This is an optimization exercise on Yosys and OpenROAD, whose aim is small area, a short achievable clock period and few clock cycles, not a production implementation.
RTL that was checked went through simulation tests only; none was proved equivalent to the original.

## main
Design alu32, start of the top module:
module alu32(clk,reset,start,a, b, aluop,out,done);
input wire clk;
input wire reset;
input wire start;
input [31:0] a;
input [31:0] b;
input [2:0] aluop;
output reg [31:0] out;
output wire done;
wire [31:0] modres;
wire sub = ~aluop[2];
wire [31:0] bx = b ^ {32{sub}};
wire [31:0] g0 = a & bx;
wire [31:0] p0 = a ^ bx;
reg [31:0] g, p;
integer i, l;
always @(*) begin
    g = g0;
    p = p0;
    g[0] = g0[0] | (p0[0] & sub);
    for (l = 1; l < 32; l = l * 2)
        for (i = 2*l-1; i < 32; i = i + 2*l) begin
            g[i] = g[i] | (p[i] & g[i-l]);
            p[i] = p[i] & p[i-l];
        end
    for (l = 8; l >= 1; l = l / 2)
        for (i = 3*l-1; i < 32; i = i + 2*l) begin
            g[i] = g[i] | (p[i] & g[i-l]);
            p[i] = p[i] & p[i-l];
        end
end
wire [31:0] sum = p0 ^ {g[30:0], sub};
mod op8(.clk(clk), .reset(reset), .start(start), .A(a), .B(b), .result(modres), .done(done));
wire sumsel = aluop[0] & (aluop[2] ^ aluop[1]);
  ...
Size in the first run: roughly 71 flip-flops, ~100 I/O pins, ~0.013 mm2 of cells after synthesis.
==> module alu32, before the edit <==
module alu32(clk,reset,start,a, b, aluop,out,done);
input wire clk;
input wire reset;
input wire start;
input [31:0] a;
input [31:0] b;
input [2:0] aluop;
output reg [31:0] out;
output wire done;
wire [31:0] modres;
wire sub = ~aluop[2];
wire [31:0] bx = b ^ {32{sub}};
wire [31:0] g0 = a & bx;
wire [31:0] p0 = a ^ bx;
reg [31:0] g, p;
integer i, l;
always @(*) begin
    g = g0;
    p = p0;
    g[0] = g0[0] | (p0[0] & sub);
    for (l = 1; l < 32; l = l * 2)
        for (i = 2*l-1; i < 32; i = i + 2*l) begin
            g[i] = g[i] | (p[i] & g[i-l]);
            p[i] = p[i] & p[i-l];
        end
    for (l = 8; l >= 1; l = l / 2)
        for (i = 3*l-1; i < 32; i = i + 2*l) begin
            g[i] = g[i] | (p[i] & g[i-l]);
            p[i] = p[i] & p[i-l];
        end
end
wire [31:0] sum = p0 ^ {g[30:0], sub};
mod op8(.clk(clk), .reset(reset), .start(start), .A(a), .B(b), .result(modres), .done(done));
wire sumsel = aluop[0] & (aluop[2] ^ aluop[1]);
wire sltsel = aluop[0] & ~aluop[2] & ~aluop[1];
wire [31:0] logic_ab = aluop[1] ? (aluop[2] ? ~(a | b) : a ^ b)
                                : (aluop[2] ? a | b : a & b);
wire [31:0] other = aluop[0] ? ((aluop[2] & aluop[1]) ? modres : 32'b0) : logic_ab;
wire [31:0] sumbits = {{32{sumsel}} & sum} | {31'b0, sltsel & sum[31]};
always @(*) out = other | sumbits;
endmodule
export LEC_CHECK = 0
export ABC_AREA = 1
export CAP_MARGIN = 20
export CORE_MARGIN = 2
export CORE_UTILIZATION = 40
export SLEW_MARGIN = 20
create_clock -name core_clock -period 23.0 [get_ports {clk}]
standard.sh (not shown) runs the stock make flow with config.mk's settings and CLKGATE_MAP_FILE= SYNTH_SCRIPT=/design/flow/synth_recipe.tcl, a recipe that flattens the netlist after the stock synthesis.
==> flow/flow/run.sh <==
#!/bin/bash
set -euo pipefail
bash standard.sh "BUFFER_PORTS_ARGS=-buffer_cell sky130_fd_sc_hd__buf_1" SETUP_SLACK_MARGIN=10 finish > standard.log 2>&1
main completed; timing, DRC and antenna clean
[inputs] the feature branch vs main
diff --git a/flow/design.v b/flow/design.v
--- a/flow/design.v
+++ b/flow/design.v
@@ -468,13 +468,18 @@
             p[i] = p[i] & p[i-l];
         end
 end
 wire [31:0] sum = p0 ^ {g[30:0], sub};
 mod op8(.clk(clk), .reset(reset), .start(start), .A(a), .B(b), .result(modres), .done(done));
-wire sumsel = aluop[0] & (aluop[2] ^ aluop[1]);
-wire sltsel = aluop[0] & ~aluop[2] & ~aluop[1];
-wire [31:0] logic_ab = aluop[1] ? (aluop[2] ? ~(a | b) : a ^ b)
-                                : (aluop[2] ? a | b : a & b);
-wire [31:0] other = aluop[0] ? ((aluop[2] & aluop[1]) ? modres : 32'b0) : logic_ab;
-wire [31:0] sumbits = {{32{sumsel}} & sum} | {31'b0, sltsel & sum[31]};
-always @(*) out = other | sumbits;
+always @(*) begin
+    case (aluop)
+        3'b000: out = a & b;
+        3'b100: out = a | b;
+        3'b010: out = a ^ b;
+        3'b110: out = ~(a | b);
+        3'b001: out = {31'b0, sum[31]};
+        3'b101: out = sum;
+        3'b011: out = sum;
+        default: out = modres;
+    endcase
+end
 endmodule
--- outcome ---
The feature branch ended up with a lower via count than main did. Between main and the feature branch, the mux share of post-synthesis cell area figures differ only marginally. The feature branch vs main: half-perimeter wire length after placement down slightly. Diff main -> the feature branch | depth of the worst register-to-register path | up by more than 10%. On post-route fraction of the period consumed by the critical path, the feature branch tracks main almost exactly. Measured against each other, main and the feature branch differ in synthesized area, the higher figure coming from main. Going from main to the feature branch, synthesized net count shrank by about 2.7%; met2 layer usage reported by global route +0.33 points; maximum achievable frequency did not really move; synthesized-area fraction occupied by ao, oa, aoi and oai cells moved up.
Testbench counts of the feature branch, summed over its fixed seeds: cycles 4,027.
The RTL of main was laid out without a check of its function.

-- what the ideal ports hide --
The results above use ideal ports. As a check the final layouts listed here were re-extracted and re-timed, cells and wires unchanged.
Step 1 assumes that a clkbuf_16 drives the clock port and a buf_2 every other input.
Step 2 times the ports against the registers' clock, not the clock port: input delays grow and output delays shrink by t, the midpoint of the rising clock arrivals with the driver on.
a / b / c = ideal ports / drivers / drivers and shift; a / b = the first two.
| run | t, ns | slack for setup (ns) | worst hold slack (ns) | worst register clock-pin slew, ns | pins driven straight from the clock port |
|---|---|---|---|---|---|
| main | 0.394 | 10.136 / 10.043 / 10.043 | 0.662 / 0.662 / 0.662 | 0.07 / 0.07 | 1 |
| the feature branch | 0.394 | 10.171 / 10.150 / 10.150 | 0.664 / 0.664 / 0.664 | 0.07 / 0.07 | 1 |
After both steps setup and hold are still met in every run listed. For main, which loses most, drivers alone change the setup slack by -0.093 ns; drivers and shift together by -0.093 ns.
